This is an optimization exercise on Yosys and OpenROAD, whose aim is small area, not a production implementation.
RTL that was checked went through simulation tests only; none was proved equivalent to the original.
No functional check of the RTL was part of runs 1, 3 and 4.
No activity file was given, so power comes from the tool's default toggle rates.

$ cat flow/run.sh
#!/bin/bash
# synth_recipe.tcl (not shown) runs the flow's synth.tcl, then flattens the netlist and writes it again
# the make line also repeats each setting of config.mk as NAME=value (left out here)
make -C /OpenROAD-flow-scripts/flow DESIGN_CONFIG=/design/flow/config.mk WORK_HOME=/design/flow/orfs CLKGATE_MAP_FILE= SYNTH_SCRIPT=/design/flow/synth_recipe.tcl finish
$ cat flow/config.mk
export PLATFORM = sky130hd
export DESIGN_NAME = breadboard
export DESIGN_NICKNAME = breadboard
export VERILOG_FILES = /design/flow/design.v
export SDC_FILE = /design/flow/constraint.sdc
export NUM_CORES = 4
export LEC_CHECK = 0
export CAP_MARGIN = 20
export CORE_MARGIN = 2
export CORE_UTILIZATION = 40
export SLEW_MARGIN = 20
export SYNTH_HIERARCHICAL = 1
$ cat flow/constraint.sdc
create_clock -name core_clock -period 150.0 [get_ports {clk}]
set_input_delay 30.0000 -clock core_clock [delete_from_list [all_inputs] [get_ports {clk}]]
set_output_delay 30.0000 -clock core_clock [all_outputs]
set_load 0.01 [all_outputs]
$ cat flow/design.v
module g_nand2(input logic a, input logic b, output logic y);
  assign y = ~(a & b);
endmodule
module g_nor2(input logic a, input logic b, output logic y);
  assign y = ~(a | b);
endmodule
module g_xor2(input logic a, input logic b, output logic y);
  assign y = a ^ b;
endmodule
module g_xnor2(input logic a, input logic b, output logic y);
  assign y = ~(a ^ b);
endmodule
module g_oai21(input logic a1, input logic a2, input logic b1, output logic y);
  assign y = ~((a1 | a2) & b1);
endmodule
module cell_p(input logic xn, input logic yn, input logic c, input logic sel,
              output logic nco, output logic m);
  logic g, p, h, u;
  g_nor2  u_g(.a(xn), .b(yn), .y(g));             
  g_nand2 u_p(.a(xn), .b(yn), .y(p));             
  g_oai21 u_c(.a1(c), .a2(g), .b1(p), .y(nco));   
  g_xnor2 u_h(.a(yn), .b(c), .y(h));              
  g_nand2 u_u(.a(sel), .b(h), .y(u));
  g_xor2  u_m(.a(xn), .b(u), .y(m));              
endmodule
module cell_n(input logic x, input logic y, input logic nc, input logic sel,
              output logic co, output logic mn);
  logic gn, pn, h, u;
  g_nand2 u_g(.a(x), .b(y), .y(gn));              
  g_nor2  u_p(.a(x), .b(y), .y(pn));              
  g_oai21 u_c(.a1(pn), .a2(nc), .b1(gn), .y(co));  
  g_xnor2 u_h(.a(y), .b(nc), .y(h));              
  g_nand2 u_u(.a(sel), .b(h), .y(u));
  g_xor2  u_m(.a(x), .b(u), .y(mn));              
endmodule
module breadboard(input logic clk, input logic reset, input logic [31:0] A, input logic [31:0] B,
                  input logic [3:0] opcode, output logic [31:0] C, output logic ERR_out);
  logic op_hold, op_add, op_sub, op_mul, op_quo, op_rem, op_div, op_shl, op_shr;
  assign op_hold = opcode == 4'h0;
  assign op_add  = opcode == 4'h1;
  assign op_sub  = opcode == 4'h2;
  assign op_mul  = opcode == 4'h3;
  assign op_quo  = opcode == 4'h4;
  assign op_rem  = opcode == 4'h5;
  assign op_div  = op_quo | op_rem;
  assign op_shl  = opcode == 4'hD;
  assign op_shr  = opcode == 4'hE;
  logic [3:0] tt;   
  always_comb begin
    case (opcode)
      4'h1, 4'h2, 4'h4, 4'h5, 4'hD: tt = 4'b1100;  
      4'h6: tt = 4'b1000;   
      4'h7: tt = 4'b1110;   
      4'h8: tt = 4'b0110;   
      4'h9: tt = 4'b0101;   
      4'hA: tt = 4'b0111;   
      4'hB: tt = 4'b0001;   
      4'hC: tt = 4'b1001;   
      default: tt = 4'b0000;
    endcase
  end
  logic [31:0] A_hi;
  assign A_hi = {1'b0, A[31:1]};
  logic [31:0] x0n;
  always_comb begin
    for (int i = 0; i < 32; i++)
      x0n[i] = ~(tt[{A[i], B[i]}] | (op_shr & A_hi[i]) | (op_hold & C[i]));
  end
  logic [31:0] Y, Yv;
  logic cin;
  assign Y   = (op_mul | op_shl) ? A : (B ^ {32{op_div | op_sub}});
  assign Yv  = Y ^ 32'h55555555;
  assign cin = op_div | op_sub;
  logic [31:0] bz;
  assign bz[0] = 1'b1;
  genvar k, i;
  generate
    for (k = 1; k < 32; k++) begin : g_bz
      assign bz[k] = bz[k-1] & ~B[32-k];
    end
  endgenerate
  logic [31:0] r [0:32];
  logic [31:0] sel;
  assign r[32] = x0n;
  generate
    for (k = 31; k >= 0; k--) begin : g_row
      localparam int W = 32 - k;
      logic [W:0] c;      
      logic co;
      assign c[0] = cin;
      for (i = 0; i < W; i++) begin : g_bit
        if (i % 2 == 0) begin : g_e
          cell_p u(.xn(r[k+1][k+i]), .yn(Yv[i]), .c(c[i]), .sel(sel[k]), .nco(c[i+1]), .m(r[k][k+i]));
        end else begin : g_o
          cell_n u(.x(r[k+1][k+i]), .y(Yv[i]), .nc(c[i]), .sel(sel[k]), .co(c[i+1]), .mn(r[k][k+i]));
        end
      end
      if (W % 2 == 0) begin : g_ce
        assign co = c[W];
      end else begin : g_co
        assign co = ~c[W];
      end
      if (k == 0) begin : g_last
        assign sel[k] = (op_mul & B[k]) | (op_div & co) | op_add | op_sub | op_shl;
      end else begin : g_mid
        assign sel[k] = (op_mul & B[k]) | (op_div & bz[k] & co);
      end
      if (k > 0) begin : g_low
        assign r[k][k-1:0] = r[k+1][k-1:0];
      end
    end
  endgenerate
  logic [31:0] rem;
  assign rem = r[0] ^ 32'hAAAAAAAA;
  logic [31:0] result;
  assign result = op_quo ? sel : rem;
  logic [32:0] ec;
  assign ec[0] = 1'b0;
  generate
    for (i = 0; i < 32; i++) begin : g_err
      assign ec[i+1] = (A[i] & B[i]) | (A[i] & ec[i]) | (B[i] & ec[i]);
    end
  endgenerate
  always_ff @(posedge clk) begin
    if (reset) C <= 32'b0;
    else       C <= result;
    ERR_out <= ec[32];
  end
endmodule
==> flow_metrics.env, run 1 <==
export IMPL_fp_row_count=86
export IMPL_io_buffers=102
export IMPL_cts_hold_buf=0
export IMPL_drive_gt1_share_pct=11.4
export IMPL_p_int_mw=0.181
export IMPL_ys_types=71
export IMPL_routed_wl_um=73100
export IMPL_overflow=0
export IMPL_status="timing/DRC/antenna clean"
export IMPL_grt_pass1_vias=20800
export IMPL_worstPathRequired_ns=150.18
export IMPL_rrSetupSlack_ns=41.71
export IMPL_cts_tree="done"
export IMPL_cp_num_buf_inv=18
export IMPL_max_vdd_ir_drop_mv=0.00590
export IMPL_io_pins=103
export IMPL_finClkSkew_ns=0.00442
export IMPL_reg2reg_to="C[29]"
export IMPL_yosysWarnings=9
export IMPL_diodes=0
export IMPL_clockPowerShare_pct=2.6
export IMPL_hp_class="flop to flop"
export IMPL_layout_common_cells="1107 x nand2_1, 574 x nor2_1, 560 x xnor2_1"
export IMPL_vias=24200
export IMPL_power_top_group="combinational cells"
export IMPL_leakagePower_nw=8.42
export IMPL_power_switching_share_pct=56.6
export IMPL_ant_nets=0
export IMPL_whs_endpoint="C[0]"
export IMPL_yosys_area_share_simple_pct=30.5
export IMPL_hold_viol=0
export IMPL_synth_cell_area_um2=22500
export IMPL_setup_tns_ns=0
export IMPL_track_usage_pct=24.3
export IMPL_multi_input_area_um2=22700
export IMPL_antenna_found_initial=2
export IMPL_preCtsSetupSlack_ns=1.50
export IMPL_cap_violations=0
export IMPL_end_kind="flop"
export IMPL_worstHoldStart="C[0]"
export IMPL_synthXorXnorAreaFrac_pct=42.4
export IMPL_clk_path_buf_depth=2
export IMPL_path_clk_slew_ns=0.06
export IMPL_die_h_um=241
export IMPL_drc=0
export IMPL_final_common_cell="nand2_1"
export IMPL_design_core_area_um2=55300
export IMPL_pg_comb_mw=0.390
export IMPL_register_area_um2=661
export IMPL_dr_pass1_iters=6
export IMPL_seq_cell_power_mw=0.0165
export IMPL_crit_top_cell="o21ai_1"
export IMPL_vias_per_cell=5.21
export IMPL_power_density_nw_per_um2=15.7
export IMPL_switching_power_mw=0.237
export IMPL_placed_area_um2=25200
export IMPL_fp_dieArea_um2=58100
export IMPL_finalNonFillerCells=4640
export IMPL_setup_violations=0
export IMPL_synth_top_flop_cell="dfxtp_1"
export IMPL_ys_seq_area_share_pct=2.94
export IMPL_cp_depth=663
export IMPL_first_iter_violations=1585
export IMPL_root_buffer="clkbuf_16"
export IMPL_setup_ws_ns=10.64
export IMPL_htreeDepth=2
export IMPL_pg_clk_mw=0.0110
export IMPL_final_core_util_pct=48.3
export IMPL_post_route_period_util_pct=92.9
export IMPL_start_util_pct=40.6
export IMPL_globalplace_congestion=0.862
export IMPL_synth_avg_cell_area_um2=6.03
export IMPL_dp_cells=4594
export IMPL_slowest_delay_ns=0.51
export IMPL_synthAdderAreaFrac_pct=0.323
export IMPL_dp_hpwl_um=54200
export IMPL_p_seq_share_pct=3.9
export IMPL_grt_max_degree=97
export IMPL_final_cell_area_um2=26700
export IMPL_cp_startpoint="opcode[0]"
export IMPL_n_fill_cell=5803
export IMPL_cts_buffers=5
export IMPL_min_path_cells=4
export IMPL_slowest_stage="clkdlybuf4s50_1"
export IMPL_synth_compound_area_share_pct=18.7
export IMPL_min_period_ns=139.36
export IMPL_power_frac_comb_pct=93.4
export IMPL_crit_fanout=32
export IMPL_cts_sinks=33
export IMPL_worst_pin_slew_ns=1.20
export IMPL_critPathKind="primary input to flop"
export IMPL_async_reset_ff_share_pct=0
export IMPL_drv_slew=0
export IMPL_synthCells=3727
export IMPL_slew_headroom_pct=20.1
export IMPL_startpoint_type="primary input"
export IMPL_clkLatencyLatePin_ns=0.30
export IMPL_synth_seq_cells=33
export IMPL_synth_edf_count=0
export IMPL_worstSetupEndpoint="C[29]"
export IMPL_reg2reg_from="C[31]"
export IMPL_fp_dieW_um=241
export IMPL_syn2layout_area_growth_pct=18.8
export IMPL_synth_top_family_by_area="XOR/XNOR gates"
export IMPL_muxShareOfSynthArea_pct=3.29
export IMPL_max_freq_mhz=7.18
export IMPL_reg2reg_depth=657
export IMPL_path_delay_family="compound AO/OA/AOI/OAI gates"
export IMPL_grt_pass1_wl_um=114000
export IMPL_final_nets=3966
export IMPL_cp_arrival_ns=139.54
export IMPL_wl_per_cell_um=15.7
-- what timing repair did --
action,CTS,global route
buffers inserted,0,30
resized for setup,0,224
setup endpoints to repair,0,32
hold endpoints to repair,0,0
-- metrics by stage --
stage | hold slack, ns | total power [mW]
floorplan | 0.801 | 0.311
global placement | 0.800 | 0.380
detailed placement | 0.783 | 0.382
CTS | 0.805 | 0.397
global route | 0.890 | 0.461
finish | 0.821 | 0.418
-- cell usage after synthesis (3+ instances only) --
cell type / instances / area share, %
a211oi_1: 6 / 0.20
a21o_1: 5 / 0.17
a21oi_1: 37 / 0.82
a221oi_1: 11 / 0.43
a221oi_2: 24 / 1.6
a22o_1: 12 / 0.47
a22oi_1: 5 / 0.17
a31oi_1: 4 / 0.11
a32o_1: 6 / 0.27
and3_1: 3 / 0.084
buf_1: 4 / 0.067
buf_2: 21 / 0.47
buf_4: 6 / 0.20
buf_6: 5 / 0.25
clkbuf_1: 39 / 0.65
dfxtp_1: 33 / 2.9
ha_1: 5 / 0.28
inv_1: 6 / 0.10
mux4_2: 29 / 2.9
nand2_1: 1110 / 19
nand2b_1: 7 / 0.19
nand3_1: 9 / 0.20
nand3b_1: 3 / 0.10
nand4_1: 8 / 0.22
nor2_1: 576 / 9.6
nor3_1: 13 / 0.29
nor3b_1: 3 / 0.10
o211a_1: 6 / 0.27
o211ai_1: 3 / 0.10
o21a_1: 3 / 0.10
o21ai_0: 32 / 0.71
o21ai_1: 528 / 12
o22ai_1: 9 / 0.25
o31ai_1: 12 / 0.40
o32ai_1: 6 / 0.23
or2_2: 3 / 0.084
or3_1: 5 / 0.14
or4_1: 4 / 0.13
xnor2_1: 560 / 22
xor2_1: 528 / 21
-- layer usage --
metal	global-route usage [%]	part of all wire (%)	vias to the layer above
met2	41.5	47	535
met3	2.25	4.9	76
met4	5.18	1.8	4
met1	33.0	47	11000
met5	0	0.041	-
li1	-	-	12600
-- kinds of logic (layout without fill, tap and decap cells) --
group	count (synthesis)	in the layout
buffers and inverters	83	248
AND/OR/NAND/NOR	1760	1760
multiplexers	34	34
XOR/XNOR	1088	1088
adder cells (fa/ha/maj)	6	6
flip-flops	33	33
AO/OA/AOI/OAI	723	723
-- flip-flops by register name (all words and copies together), names as in the netlist --
signal / cells
ERR_out: 1
C: 32
-- final cells by class --
cell class	instances	area share [%]
Multi-Input combinational cell	3611	85.0
Sequential cell	33	2.47
Timing Repair Buffer	232	8.38
Clock buffer	8	0.511
Inverter	8	0.112
Tap cell	748	3.51
-- modules after synthesis, one instance, submodules excluded, a selection --
module	copies in the design	area, um2	flops+latches	cells
g_oai21	528	5.00	0	1
breadboard	1	4630	33	559
g_xnor2	528	8.76	0	1
g_xor2	528	8.76	0	1
g_nand2	1056	3.75	0	1
g_nor2	528	3.75	0	1
==> run 2, diff against run 1 <==
--- a/flow/design.v
+++ b/flow/design.v
@@ -10,6 +10,9 @@
 module g_xnor2(input logic a, input logic b, output logic y);
   assign y = ~(a ^ b);
 endmodule
+module g_aoi21(input logic a1, input logic a2, input logic b1, output logic y);
+  assign y = ~((a1 & a2) | b1);
+endmodule
 module g_oai21(input logic a1, input logic a2, input logic b1, output logic y);
   assign y = ~((a1 | a2) & b1);
 endmodule
@@ -18,7 +21,7 @@
   logic g, p, h, u;
   g_nor2  u_g(.a(xn), .b(yn), .y(g));             
   g_nand2 u_p(.a(xn), .b(yn), .y(p));             
-  g_oai21 u_c(.a1(c), .a2(g), .b1(p), .y(nco));   
+  g_aoi21 u_c(.a1(p), .a2(c), .b1(g), .y(nco));   
   g_xnor2 u_h(.a(yn), .b(c), .y(h));              
   g_nand2 u_u(.a(sel), .b(h), .y(u));
   g_xor2  u_m(.a(xn), .b(u), .y(m));              
==> flow_metrics.env, run 2 <==
export IMPL_status="timing/DRC/antenna clean"
export IMPL_synth_commonest_cells="1110 x nand2_1, 576 x nor2_1, 560 x xnor2_1"
export IMPL_cap_violations=0
export IMPL_critPathKind="primary input to flop"
export IMPL_yosysWarnings=9
export IMPL_synth_cell_area_um2=23500
export IMPL_path_delay_family="compound AO/OA/AOI/OAI gates"
export IMPL_cp_num_buf_inv=15
export IMPL_reg2reg_depth=658
export IMPL_first_iter_violations=1586
export IMPL_max_freq_mhz=7.18
export IMPL_power_density_nw_per_um2=16.5
export IMPL_rrSetupSlack_ns=41.81
export IMPL_ant_nets=0
export IMPL_min_path_cells=4
export IMPL_multi_input_area_um2=23300
export IMPL_largest_register_ffs=32
export IMPL_synth_top_flop_cell="dfxtp_1"
export IMPL_pg_clk_mw=0.0121
export IMPL_cts_hold_buf=0
export IMPL_wl_per_cell_um=16.0
export IMPL_power_top_group="combinational cells"
export IMPL_vias_per_cell=5.21
export IMPL_cts_buffers=5
export IMPL_cp_startpoint="opcode[0]"
export IMPL_htreeDepth=2
export IMPL_p_int_mw=0.205
export IMPL_async_reset_ff_share_pct=0
export IMPL_finalPower_mw=0.460
export IMPL_post_route_period_util_pct=92.8
export IMPL_max_vdd_ir_drop_mv=0.00651
export IMPL_clk_path_buf_depth=2
export IMPL_synth_edf_count=0
export IMPL_design_core_area_um2=57900
export IMPL_slowest_stage="clkdlybuf4s50_1"
export IMPL_preCtsSetupSlack_ns=1.59
export IMPL_routed_wl_um=75700
export IMPL_seq_cell_power_mw=0.0166
export IMPL_largest_registers="C: 32 flops, ERR_out: 1 flops"
export IMPL_cts_tree="done"
export IMPL_layout_common_cells="1107 x nand2_1, 574 x nor2_1, 560 x xnor2_1"
export IMPL_n_fill_cell=6093
export IMPL_slew_headroom_pct=25.4
export IMPL_ys_types=71
export IMPL_ys_seq_area_share_pct=2.81
export IMPL_cp_arrival_ns=139.39
export IMPL_cp_depth=665
export IMPL_fp_row_count=88
export IMPL_final_cell_area_um2=27900
export IMPL_io_pins=103
export IMPL_globalplace_congestion=0.860
export IMPL_register_area_um2=661
export IMPL_end_kind="flop"
export IMPL_drv_slew=0
export IMPL_reg2reg_to="C[16]"
export IMPL_start_util_pct=40.6
export IMPL_hp_class="flop to flop"
export IMPL_drc=0
export IMPL_dp_cells=4720
export IMPL_synthCells=3727
export IMPL_reg2reg_from="C[31]"
export IMPL_power_switching_share_pct=55.4
export IMPL_worst_pin_slew_ns=1.12
export IMPL_final_common_cell="nand2_1"
export IMPL_clkLatencyLatePin_ns=0.30
export IMPL_setup_violations=0
export IMPL_dr_pass1_iters=8
export IMPL_path_clk_slew_ns=0.06
export IMPL_worstPathRequired_ns=150.14
export IMPL_syn2layout_area_growth_pct=18.8
export IMPL_yosysTopAreaCell="xnor2_1"
export IMPL_synthTopCellsByArea="xnor2_1 21%, xor2_1 20%, nand2_1 18%"
export IMPL_clockPowerShare_pct=2.6
export IMPL_grt_max_degree=85
export IMPL_crit_fanout=33
export IMPL_finalNonFillerCells=4743
export IMPL_antenna_found_initial=3
export IMPL_yosys_area_top_type_share_pct=20.9
export IMPL_min_period_ns=139.25
export IMPL_finClkSkew_ns=0.00668
export IMPL_p_seq_share_pct=3.6
export IMPL_worstSetupEndpoint="C[16]"
export IMPL_fp_dieArea_um2=60700
export IMPL_grt_pass1_vias=22000
export IMPL_whs_endpoint="C[0]"
export IMPL_startpoint_type="primary input"
export IMPL_synth_seq_cells=33
export IMPL_slowest_delay_ns=0.47
export IMPL_crit_top_cell="a21oi_2"
export IMPL_hold_viol=0
export IMPL_cts_sinks=33
export IMPL_placed_area_um2=27000
export IMPL_worstHoldStart="C[0]"
export IMPL_grt_pass1_wl_um=120000
export IMPL_final_core_util_pct=48.2
export IMPL_io_buffers=102
export IMPL_regMostFlops="C"
export IMPL_final_nets=4051
export IMPL_setup_ws_ns=10.75
export IMPL_pg_comb_mw=0.432
export IMPL_fp_dieW_um=246
export IMPL_power_frac_comb_pct=93.8
export IMPL_yosysMostFrequentCell="nand2_1"
export IMPL_vias=24700
export IMPL_track_usage_pct=24.4
export IMPL_dp_hpwl_um=57000
export IMPL_drive_gt1_share_pct=18.1
export IMPL_synth_avg_cell_area_um2=6.30
export IMPL_overflow=0
export IMPL_switching_power_mw=0.255
export IMPL_leakagePower_nw=8.81
export IMPL_root_buffer="clkbuf_16"
export IMPL_die_h_um=246
run 2: cells by family after synthesis:
| kind of cell | count (synthesis) | synth area share, % |
|---|---|---|
| AOI/OAI and AO/OA | 723 | 22.3 |
| xor gates and xnor gates | 1088 | 40.6 |
| adders and majority gates | 6 | 0.309 |
| buffers and inverters | 83 | 1.69 |
| DFF | 33 | 2.81 |
| muxes | 34 | 3.14 |
| and+or+nand+nor | 1760 | 29.2 |
run 2: routing by layer:
metal	routed length (um)	global-route usage [%]	part of all wire, %	up-vias
li1	-	-	-	12700
met1	34700	33.0	46	11300
met2	35300	41.8	47	596
met3	4480	2.97	5.9	90
met4	1270	4.32	1.7	4
met5	30	0	0.040	-
run 2: final cells by class:
class	instances	share of cell area, %
inverters	8	0.108
clock inverters	1	0.0179
flip-flops and latches	33	2.37
diodes	1	0.00897
repair buffers	317	9.95
clock buffers	7	0.547
well taps	765	3.43
multi-input cells	3611	83.6
run 2: per-stage QoR:
step	hold slack, ns	TNS [ns]
after floorplan	0.801	0
after global placement	0.858	0
after detailed placement	0.848	0
after CTS	0.878	0
after global routing	0.920	-0.0615
final	0.883	0
run 2: repair_timing:
action / in CTS / in global routing
setup buffers: 0 / 12
setup endpoints to repair: 0 / 32
resized for setup: 0 / 142
run 2: Yosys stat by module, one instance, submodules excluded, a selection:
module | cell area (um2) | times used | flip-flops and latches | cells inside
g_nand2 | 3.75 | 1056 | 0 | 1
g_oai21 | 5.00 | 256 | 0 | 1
g_xnor2 | 8.76 | 528 | 0 | 1
breadboard | 4630 | 1 | 33 | 559
g_xor2 | 8.76 | 528 | 0 | 1
g_aoi21 | 8.76 | 272 | 0 | 1
g_nor2 | 3.75 | 528 | 0 | 1
==> run 3, diff against run 2 <==
--- a/flow/design.v
+++ b/flow/design.v
@@ -10,9 +10,6 @@
 module g_xnor2(input logic a, input logic b, output logic y);
   assign y = ~(a ^ b);
 endmodule
-module g_aoi21(input logic a1, input logic a2, input logic b1, output logic y);
-  assign y = ~((a1 & a2) | b1);
-endmodule
 module g_oai21(input logic a1, input logic a2, input logic b1, output logic y);
   assign y = ~((a1 | a2) & b1);
 endmodule
@@ -21,7 +18,7 @@
   logic g, p, h, u;
   g_nor2  u_g(.a(xn), .b(yn), .y(g));             
   g_nand2 u_p(.a(xn), .b(yn), .y(p));             
-  g_aoi21 u_c(.a1(p), .a2(c), .b1(g), .y(nco));   
+  g_oai21 u_c(.a1(c), .a2(g), .b1(p), .y(nco));   
   g_xnor2 u_h(.a(yn), .b(c), .y(h));              
   g_nand2 u_u(.a(sel), .b(h), .y(u));
   g_xor2  u_m(.a(xn), .b(u), .y(m));              
@@ -35,6 +32,27 @@
   g_xnor2 u_h(.a(y), .b(nc), .y(h));              
   g_nand2 u_u(.a(sel), .b(h), .y(u));
   g_xor2  u_m(.a(x), .b(u), .y(mn));              
+endmodule
+module col_x0(input logic a, input logic b, input logic a1, input logic c, input logic [3:0] t,
+              input logic shr, input logic hold, output logic xn);
+  assign xn = ~(t[{a, b}] | (shr & a1) | (hold & c));
+endmodule
+module col_y(input logic a, input logic b, input logic ma, input logic mb, input logic mnb,
+             output logic y);
+  assign y = (ma & a) | (mb & b) | (mnb & ~b);
+endmodule
+module col_yn(input logic a, input logic b, input logic ma, input logic mb, input logic mnb,
+              output logic yn);
+  assign yn = ~((ma & a) | (mb & b) | (mnb & ~b));
+endmodule
+module row_sel(input logic mb, input logic dz, input logic co, output logic sel);
+  assign sel = mb | (dz & co);
+endmodule
+module out_d(input logic q, input logic r, input logic qs, input logic rs, output logic d);
+  assign d = (qs & q) | (rs & r);
+endmodule
+module g_maj3(input logic a, input logic b, input logic c, output logic y);
+  assign y = (a & b) | (c & (a | b));
 endmodule
 module breadboard(input logic clk, input logic reset, input logic [31:0] A, input logic [31:0] B,
                   input logic [3:0] opcode, output logic [31:0] C, output logic ERR_out);
@@ -65,18 +83,30 @@
   logic [31:0] A_hi;
   assign A_hi = {1'b0, A[31:1]};
   logic [31:0] x0n;
-  always_comb begin
-    for (int i = 0; i < 32; i++)
-      x0n[i] = ~(tt[{A[i], B[i]}] | (op_shr & A_hi[i]) | (op_hold & C[i]));
-  end
-  logic [31:0] Y, Yv;
-  logic cin;
-  assign Y   = (op_mul | op_shl) ? A : (B ^ {32{op_div | op_sub}});
-  assign Yv  = Y ^ 32'h55555555;
-  assign cin = op_div | op_sub;
+  genvar k, i;
+  generate
+    for (i = 0; i < 32; i++) begin : g_x0
+      col_x0 u(.a(A[i]), .b(B[i]), .a1(A_hi[i]), .c(C[i]), .t(tt), .shr(op_shr), .hold(op_hold),
+               .xn(x0n[i]));
+    end
+  endgenerate
+  logic [31:0] Yv;
+  logic cin, y_a, y_b, y_nb;
+  assign y_a  = op_mul | op_shl;
+  assign y_nb = op_div | op_sub;
+  assign y_b  = ~y_a & ~y_nb;
+  assign cin  = y_nb;
+  generate
+    for (i = 0; i < 32; i++) begin : g_y
+      if (i % 2 == 0) begin : g_e
+        col_yn u(.a(A[i]), .b(B[i]), .ma(y_a), .mb(y_b), .mnb(y_nb), .yn(Yv[i]));
+      end else begin : g_o
+        col_y  u(.a(A[i]), .b(B[i]), .ma(y_a), .mb(y_b), .mnb(y_nb), .y(Yv[i]));
+      end
+    end
+  endgenerate
   logic [31:0] bz;
   assign bz[0] = 1'b1;
-  genvar k, i;
   generate
     for (k = 1; k < 32; k++) begin : g_bz
       assign bz[k] = bz[k-1] & ~B[32-k];
@@ -104,9 +134,9 @@
         assign co = ~c[W];
       end
       if (k == 0) begin : g_last
-        assign sel[k] = (op_mul & B[k]) | (op_div & co) | op_add | op_sub | op_shl;
+        row_sel u_sel(.mb((op_mul & B[k]) | op_add | op_sub | op_shl), .dz(op_div), .co(co), .sel(sel[k]));
       end else begin : g_mid
-        assign sel[k] = (op_mul & B[k]) | (op_div & bz[k] & co);
+        row_sel u_sel(.mb(op_mul & B[k]), .dz(op_div & bz[k]), .co(co), .sel(sel[k]));
       end
       if (k > 0) begin : g_low
         assign r[k][k-1:0] = r[k+1][k-1:0];
@@ -115,18 +145,24 @@
   endgenerate
   logic [31:0] rem;
   assign rem = r[0] ^ 32'hAAAAAAAA;
-  logic [31:0] result;
-  assign result = op_quo ? sel : rem;
+  logic [31:0] d;
+  logic q_s, r_s;
+  assign q_s = op_quo & ~reset;
+  assign r_s = ~op_quo & ~reset;
+  generate
+    for (i = 0; i < 32; i++) begin : g_d
+      out_d u(.q(sel[i]), .r(rem[i]), .qs(q_s), .rs(r_s), .d(d[i]));
+    end
+  endgenerate
   logic [32:0] ec;
   assign ec[0] = 1'b0;
   generate
     for (i = 0; i < 32; i++) begin : g_err
-      assign ec[i+1] = (A[i] & B[i]) | (A[i] & ec[i]) | (B[i] & ec[i]);
+      g_maj3 u(.a(A[i]), .b(B[i]), .c(ec[i]), .y(ec[i+1]));
     end
   endgenerate
   always_ff @(posedge clk) begin
-    if (reset) C <= 32'b0;
-    else       C <= result;
+    C <= d;
     ERR_out <= ec[32];
   end
 endmodule
==> flow_metrics.env, run 3 <==
export IMPL_status="timing/DRC/antenna clean"
export IMPL_synth_edf_count=0
export IMPL_worstPathRequired_ns=150.19
export IMPL_grt_pass1_wl_um=112000
export IMPL_post_route_period_util_pct=92.0
export IMPL_hold_slack_ns=0.748
export IMPL_pg_clk_mw=0.0108
export IMPL_end_kind="flop"
export IMPL_track_usage_pct=23.7
export IMPL_min_period_ns=137.97
export IMPL_clk_path_buf_depth=2
export IMPL_synthCells=3593
export IMPL_vias=23200
export IMPL_p_int_mw=0.156
export IMPL_path_clk_slew_ns=0.06
export IMPL_hp_class="flop to flop"
export IMPL_grt_use_met2_pct=40.2
export IMPL_final_cell_area_um2=25800
export IMPL_placed_area_um2=25200
export IMPL_fp_dieW_um=240
export IMPL_fp_dieArea_um2=57500
export IMPL_power_top_group="combinational cells"
export IMPL_top_usage_layer="met2"
export IMPL_yosysWarnings=9
export IMPL_dp_cells=4536
export IMPL_cts_sinks=33
export IMPL_synthTopCellsByArea="xnor2_1 21%, xor2_1 21%, nand2_1 18%"
export IMPL_seq_cell_power_mw=0.0159
export IMPL_worstHoldStart="C[0]"
export IMPL_antenna_found_initial=0
export IMPL_rrSetupSlack_ns=43.59
export IMPL_worstSetupEndpoint="C[15]"
export IMPL_async_reset_ff_share_pct=0
export IMPL_power_switching_share_pct=55.5
export IMPL_root_buffer="clkbuf_16"
export IMPL_ant_nets=0
export IMPL_routed_wl_um=69700
export IMPL_synthXorXnorAreaFrac_pct=41.6
export IMPL_grt_pass1_vias=20400
export IMPL_cp_arrival_ns=138.16
export IMPL_setup_tns_ns=0
export IMPL_worst_pin_slew_ns=1.01
export IMPL_startpoint_type="primary input"
export IMPL_final_core_util_pct=47.0
export IMPL_finalNonFillerCells=4545
export IMPL_finalPower_mw=0.351
export IMPL_wl_per_cell_um=15.3
export IMPL_drive_gt1_share_pct=9.06
export IMPL_reg2reg_depth=650
export IMPL_slowest_stage="clkdlybuf4s50_1"
export IMPL_start_util_pct=40.4
export IMPL_yosysTopAreaCell="xnor2_1"
export IMPL_setup_violations=0
export IMPL_grt_max_degree=79
export IMPL_path_delay_family="compound AO/OA/AOI/OAI gates"
export IMPL_overflow=0
export IMPL_cts_tree="done"
export IMPL_syn2layout_area_growth_pct=16.3
export IMPL_synth_commonest_cells="1061 x nand2_1, 541 x nor2_1, 528 x o21ai_1, 528 x xnor2_1, 528 x xor2_1"
export IMPL_crit_fanout=32
export IMPL_reg2reg_from="C[31]"
export IMPL_final_common_cell="nand2_1"
export IMPL_power_frac_comb_pct=92.4
export IMPL_finClkSkew_ns=0.0112
export IMPL_clkLatencyLatePin_ns=0.30
export IMPL_pg_comb_mw=0.325
export IMPL_yosys_area_top_type_share_pct=20.8
export IMPL_clockPowerShare_pct=3.1
export IMPL_drv_slew=0
export IMPL_critPathKind="primary input to flop"
export IMPL_crit_top_cell="o21ai_1"
export IMPL_yosys_area_share_simple_pct=30.8
export IMPL_dp_hpwl_um=52400
export IMPL_cp_num_buf_inv=28
export IMPL_cp_depth=658
export IMPL_cap_violations=0
export IMPL_preCtsSetupSlack_ns=6.17
export IMPL_grt_use_met3_pct=1.79
export IMPL_switching_power_mw=0.195
export IMPL_muxShareOfSynthArea_pct=3.29
export IMPL_largest_register_ffs=32
export IMPL_globalplace_congestion=0.877
export IMPL_synth_cell_area_um2=22200
export IMPL_min_path_cells=3
export IMPL_cts_buffers=5
export IMPL_design_core_area_um2=55000
export IMPL_reg2reg_to="C[15]"
export IMPL_largest_registers="C: 32 flops, ERR_out: 1 flops"
export IMPL_grt_use_met1_pct=32.6
export IMPL_htreeDepth=2
export IMPL_setup_ws_ns=12.03
export IMPL_synth_top_family_by_area="XOR/XNOR gates"
export IMPL_synth_compound_area_share_pct=18.5
export IMPL_io_pins=103
export IMPL_vias_per_cell=5.11
export IMPL_leakagePower_nw=8.35
export IMPL_io_buffers=102
export IMPL_first_iter_violations=1414
export IMPL_synth_seq_cells=33
export IMPL_yosysMostFrequentCell="nand2_1"
export IMPL_p_seq_share_pct=4.5
export IMPL_cts_hold_buf=0
export IMPL_cp_startpoint="opcode[0]"
export IMPL_fp_row_count=86
export IMPL_whs_endpoint="C[0]"
export IMPL_drc=0
export IMPL_ys_seq_area_share_pct=2.97
export IMPL_dr_pass1_iters=5
export IMPL_hold_viol=0
export IMPL_max_freq_mhz=7.25
export IMPL_regMostFlops="C"
export IMPL_max_vdd_ir_drop_mv=0.00543
export IMPL_power_density_nw_per_um2=13.6
export IMPL_ys_types=46
export IMPL_synth_top_flop_cell="dfxtp_1"
export IMPL_final_nets=3873
export IMPL_slew_headroom_pct=32.6
export IMPL_slowest_delay_ns=0.55
export IMPL_synth_avg_cell_area_um2=6.19
export IMPL_synthAdderAreaFrac_pct=1.96
export IMPL_die_h_um=240
export IMPL_layout_common_cells="1060 x nand2_1, 540 x nor2_1, 528 x xnor2_1"
## run 3: per-module statistics from Yosys (local to each module, per instance), excerpt
module      flip-flops and latches  cell area [um2]  times used
breadboard                      33             1710           1
col_x0                           0             37.5          32
col_y                            0             16.3          16
col_yn                           0             21.3          16
g_maj3                           0             11.3          32
g_nand2                          0             3.75        1056
g_nor2                           0             3.75         528
g_oai21                          0             5.00         528
g_xnor2                          0             8.76         528
g_xor2                           0             8.76         528
out_d                            0             8.76          32
row_sel                          0             7.51          32
## run 3: cell families (layout without fill, tap and decap cells)
family	count (synthesis)	after routing
simple gates	1718	1718
compound gates	667	667
mux	33	33
buf+inv	47	249
xor+xnor	1056	1056
fa+ha+maj	38	38
other cells	1	3
flops	33	33
## run 3: repair_timing
| action | 4_1_cts | 5_1_grt |
|---|---|---|
| endpoints found under the setup margin | 0 | 32 |
| gates resized for setup | 0 | 110 |
| setup buffers | 0 | 1 |
## run 3: per-layer routing
| metal | vias to the layer above | part of all wire, % |
|---|---|---|
| met1 | 10500 | 48 |
| li1 | 12200 | - |
| met2 | 447 | 46 |
| met5 | - | 0 |
| met4 | 0 | 2.0 |
| met3 | 69 | 4.6 |
## run 3: final cells by class
| class | instances | area (um2) |
|---|---|---|
| diodes | 1 | 2.50 |
| clock buffers | 5 | 125 |
| clock inverters | 1 | 5.00 |
| fillers | 5683 | 29100 |
| inverters | 37 | 139 |
| multi-input cells | 3514 | 22100 |
| flip-flops and latches | 33 | 661 |
| well taps | 748 | 936 |
| repair buffers | 206 | 1870 |
==> run 4, diff against run 3 <==
--- a/flow/config.mk
+++ b/flow/config.mk
@@ -7,6 +7,7 @@
 export LEC_CHECK = 0
 export CAP_MARGIN = 20
 export CORE_MARGIN = 2
-export CORE_UTILIZATION = 40
+export CORE_UTILIZATION = 65
+export PLACE_DENSITY = 0.75
 export SLEW_MARGIN = 20
 export SYNTH_HIERARCHICAL = 1
==> flow_metrics.env, run 4 <==
export IMPL_status="timing/DRC/antenna clean"
export IMPL_critPathKind="primary input to flop"
export IMPL_slew_headroom_pct=31.0
export IMPL_pg_clk_mw=0.0113
export IMPL_drv_slew=0
export IMPL_path_clk_slew_ns=0.06
export IMPL_regMostFlops="C"
export IMPL_synth_avg_cell_area_um2=6.19
export IMPL_ant_nets=0
export IMPL_syn2layout_area_growth_pct=17.0
export IMPL_pg_comb_mw=0.338
export IMPL_hold_viol=0
export IMPL_reg2reg_to="C[18]"
export IMPL_min_path_cells=3
export IMPL_dp_hpwl_um=53700
export IMPL_max_freq_mhz=7.11
export IMPL_synth_commonest_cells="1061 x nand2_1, 541 x nor2_1, 528 x o21ai_1, 528 x xnor2_1, 528 x xor2_1"
export IMPL_cts_sinks=33
export IMPL_final_cell_area_um2=26000
export IMPL_worstHoldStart="C[0]"
export IMPL_cp_arrival_ns=140.87
export IMPL_grt_pass1_wl_um=114000
export IMPL_cts_tree="done"
export IMPL_worst_pin_slew_ns=1.04
export IMPL_cp_num_buf_inv=28
export IMPL_synth_seq_cells=33
export IMPL_synth_cell_area_um2=22200
export IMPL_layout_common_cells="1060 x nand2_1, 540 x nor2_1, 528 x xnor2_1"
export IMPL_crit_top_cell="o21ai_1"
export IMPL_ys_types=46
export IMPL_reg2reg_depth=651
export IMPL_clockPowerShare_pct=3.1
export IMPL_switching_power_mw=0.202
export IMPL_yosys_area_top_type_share_pct=20.8
export IMPL_slowest_stage="clkdlybuf4s50_1"
export IMPL_seq_cell_power_mw=0.0150
export IMPL_whs_endpoint="C[0]"
export IMPL_async_reset_ff_share_pct=0
export IMPL_power_top_group="combinational cells"
export IMPL_slowest_delay_ns=0.58
export IMPL_reg2reg_from="C[31]"
export IMPL_power_frac_comb_pct=92.8
export IMPL_vias=25500
export IMPL_power_switching_share_pct=55.5
export IMPL_diodes=0
export IMPL_dr_wl_met3_um=6400
export IMPL_synth_edf_count=0
export IMPL_wl_per_cell_um=17.1
export IMPL_largest_registers="C: 32 flops, ERR_out: 1 flops"
export IMPL_fp_dieArea_um2=35700
export IMPL_yosysWarnings=9
export IMPL_drc=0
export IMPL_synthTopCellsByArea="xnor2_1 21%, xor2_1 21%, nand2_1 18%"
export IMPL_setup_violations=0
export IMPL_first_iter_violations=2337
export IMPL_rrSetupSlack_ns=41.03
export IMPL_cts_buffers=5
export IMPL_drive_gt1_share_pct=11.5
export IMPL_overflow=0
export IMPL_io_buffers=102
export IMPL_grt_pass1_vias=23300
export IMPL_dr_wl_met2_um=33700
export IMPL_io_pins=103
export IMPL_path_delay_family="compound AO/OA/AOI/OAI gates"
export IMPL_finClkSkew_ns=0.00589
export IMPL_crit_fanout=32
export IMPL_design_core_area_um2=33600
export IMPL_worstPathRequired_ns=150.24
export IMPL_yosysTopAreaCell="xnor2_1"
export IMPL_ys_seq_area_share_pct=2.97
export IMPL_grt_max_degree=55
export IMPL_synthCells=3593
export IMPL_synth_top_flop_cell="dfxtp_1"
export IMPL_final_nets=3917
export IMPL_die_h_um=189
export IMPL_worstSetupEndpoint="C[18]"
export IMPL_hold_slack_ns=0.725
export IMPL_cts_hold_buf=0
export IMPL_routed_wl_um=73300
export IMPL_clkLatencyLatePin_ns=0.30
export IMPL_startpoint_type="primary input"
export IMPL_p_int_mw=0.162
export IMPL_min_period_ns=140.63
export IMPL_preCtsSetupSlack_ns=1.75
export IMPL_cap_violations=0
export IMPL_yosysMostFrequentCell="nand2_1"
export IMPL_end_kind="flop"
export IMPL_final_common_cell="nand2_1"
export IMPL_start_util_pct=66.1
export IMPL_power_density_nw_per_um2=14.0
export IMPL_largest_register_ffs=32
export IMPL_leakagePower_nw=8.64
export IMPL_cp_depth=659
export IMPL_globalplace_congestion=0.996
export IMPL_cp_startpoint="opcode[1]"
export IMPL_post_route_period_util_pct=93.8
export IMPL_fp_dieW_um=189
export IMPL_htreeDepth=2
export IMPL_hp_class="flop to flop"
export IMPL_finalPower_mw=0.364
export IMPL_dr_pass1_iters=6
export IMPL_max_vdd_ir_drop_mv=0.00783
export IMPL_antenna_found_initial=0
export IMPL_p_seq_share_pct=4.1
export IMPL_wl_met1_um=29200
export IMPL_highest_layer="met4"
export IMPL_track_usage_pct=38.7
export IMPL_setup_ws_ns=9.37
export IMPL_fp_row_count=67
export IMPL_root_buffer="clkbuf_16"
export IMPL_clk_path_buf_depth=2
export IMPL_placed_area_um2=25000
export IMPL_vias_per_cell=5.94
## run 4: cell count changes in the layout (fill, tap and decap cells not counted), sizes merged
cell,previous run,this run
nand2,1061,1062
clkbuf,5,7
a21o,33,35
buf,104,145
diode,1,0
clkinv,1,0
## run 4: kinds of logic after synthesis
family / count (synthesis) / share of synthesized area (%)
adders and majority gates: 38 / 1.96
DFF: 33 / 2.97
and+or+nand+nor: 1718 / 30.8
other: 1 / 0.0169
AOI/OAI and AO/OA: 667 / 18.5
xor gates and xnor gates: 1056 / 41.6
buffers and inverters: 47 / 0.833
muxes: 33 / 3.29
## run 4: final cells by class
cell class | instances | area [um2]
clock buffers | 7 | 143
fillers | 2541 | 7600
inverters | 37 | 139
multi-input cells | 3517 | 22300
flip-flops and latches | 33 | 661
well taps | 448 | 561
repair buffers | 247 | 2190
## run 4: repair_timing
item | in CTS | in global routing
gates resized for setup | 0 | 174
setup buffers | 0 | 15
endpoints found under the setup margin | 0 | 32
## run 4: per-layer routing
layer	track usage [%]	vias to the layer above
met5	0	-
li1	-	12300
met4	20.2	0
met2	66.9	1121
met3	5.75	214
met1	46.2	11800
## run 4: per-module statistics from Yosys (local to each module, per instance), a selection
| module | cells | copies in the design | flops+latches |
|---|---|---|---|
| breadboard | 201 | 1 | 33 |
| col_x0 | 2 | 32 | 0 |
| col_y | 2 | 16 | 0 |
| g_maj3 | 1 | 32 | 0 |
| out_d | 1 | 32 | 0 |
| g_xor2 | 1 | 528 | 0 |
| g_xnor2 | 1 | 528 | 0 |
| row_sel | 1 | 32 | 0 |
| g_nand2 | 1 | 1056 | 0 |
| g_nor2 | 1 | 528 | 0 |
## run 4: stage by stage
step,setup TNS (ns),std cells,util (%)
3_5_place_dp,0,4264,74.3
6_report,0,4289,77.4
4_1_cts,0,4271,74.7
2_1_floorplan,0,3594,-
5_1_grt,-11.49,4289,77.4
3_3_place_gp,0,4264,74.3

port drivers added, routing unchanged:
The flow's constraints put no driver on any port. The routed layouts listed below were extracted and timed again, unchanged, in two steps. Step 1 sets driving cells, clkbuf_16 on the clock port and buf_2 on the other inputs (assumed; they add their load-dependent delay and slew). Step 2 also shifts input and output timing later by t, the mid clock arrival at the registers, as if the neighbouring blocks saw the same clock. a / b / c = ideal ports / drivers / drivers and shift; a / b = the first two.
| run | t, ns | slack for setup (ns) | worst hold slack (ns) | clock arrival spread, ns | cell pins on the clock port's net |
|---|---|---|---|---|---|
| run 1 | 0.344 | 10.642 / 10.661 / 10.317 | 0.821 / 0.821 / 0.821 | 0.005 / 0.005 | 1 |
| run 2 | 0.342 | 10.747 / 10.766 / 10.424 | 0.883 / 0.883 / 0.883 | 0.007 / 0.006 | 1 |
| run 3 | 0.332 | 12.029 / 12.041 / 11.709 | 0.748 / 0.748 / 0.748 | 0.011 / 0.012 | 1 |
| run 4 | 0.329 | 9.374 / 9.377 / 9.048 | 0.725 / 0.725 / 0.725 | 0.005 / 0.006 | 1 |
After both steps every run listed still meets setup and hold. The setup slack of run 4, which loses most, moves by +0.003 ns with the drivers and by -0.326 ns with both steps.
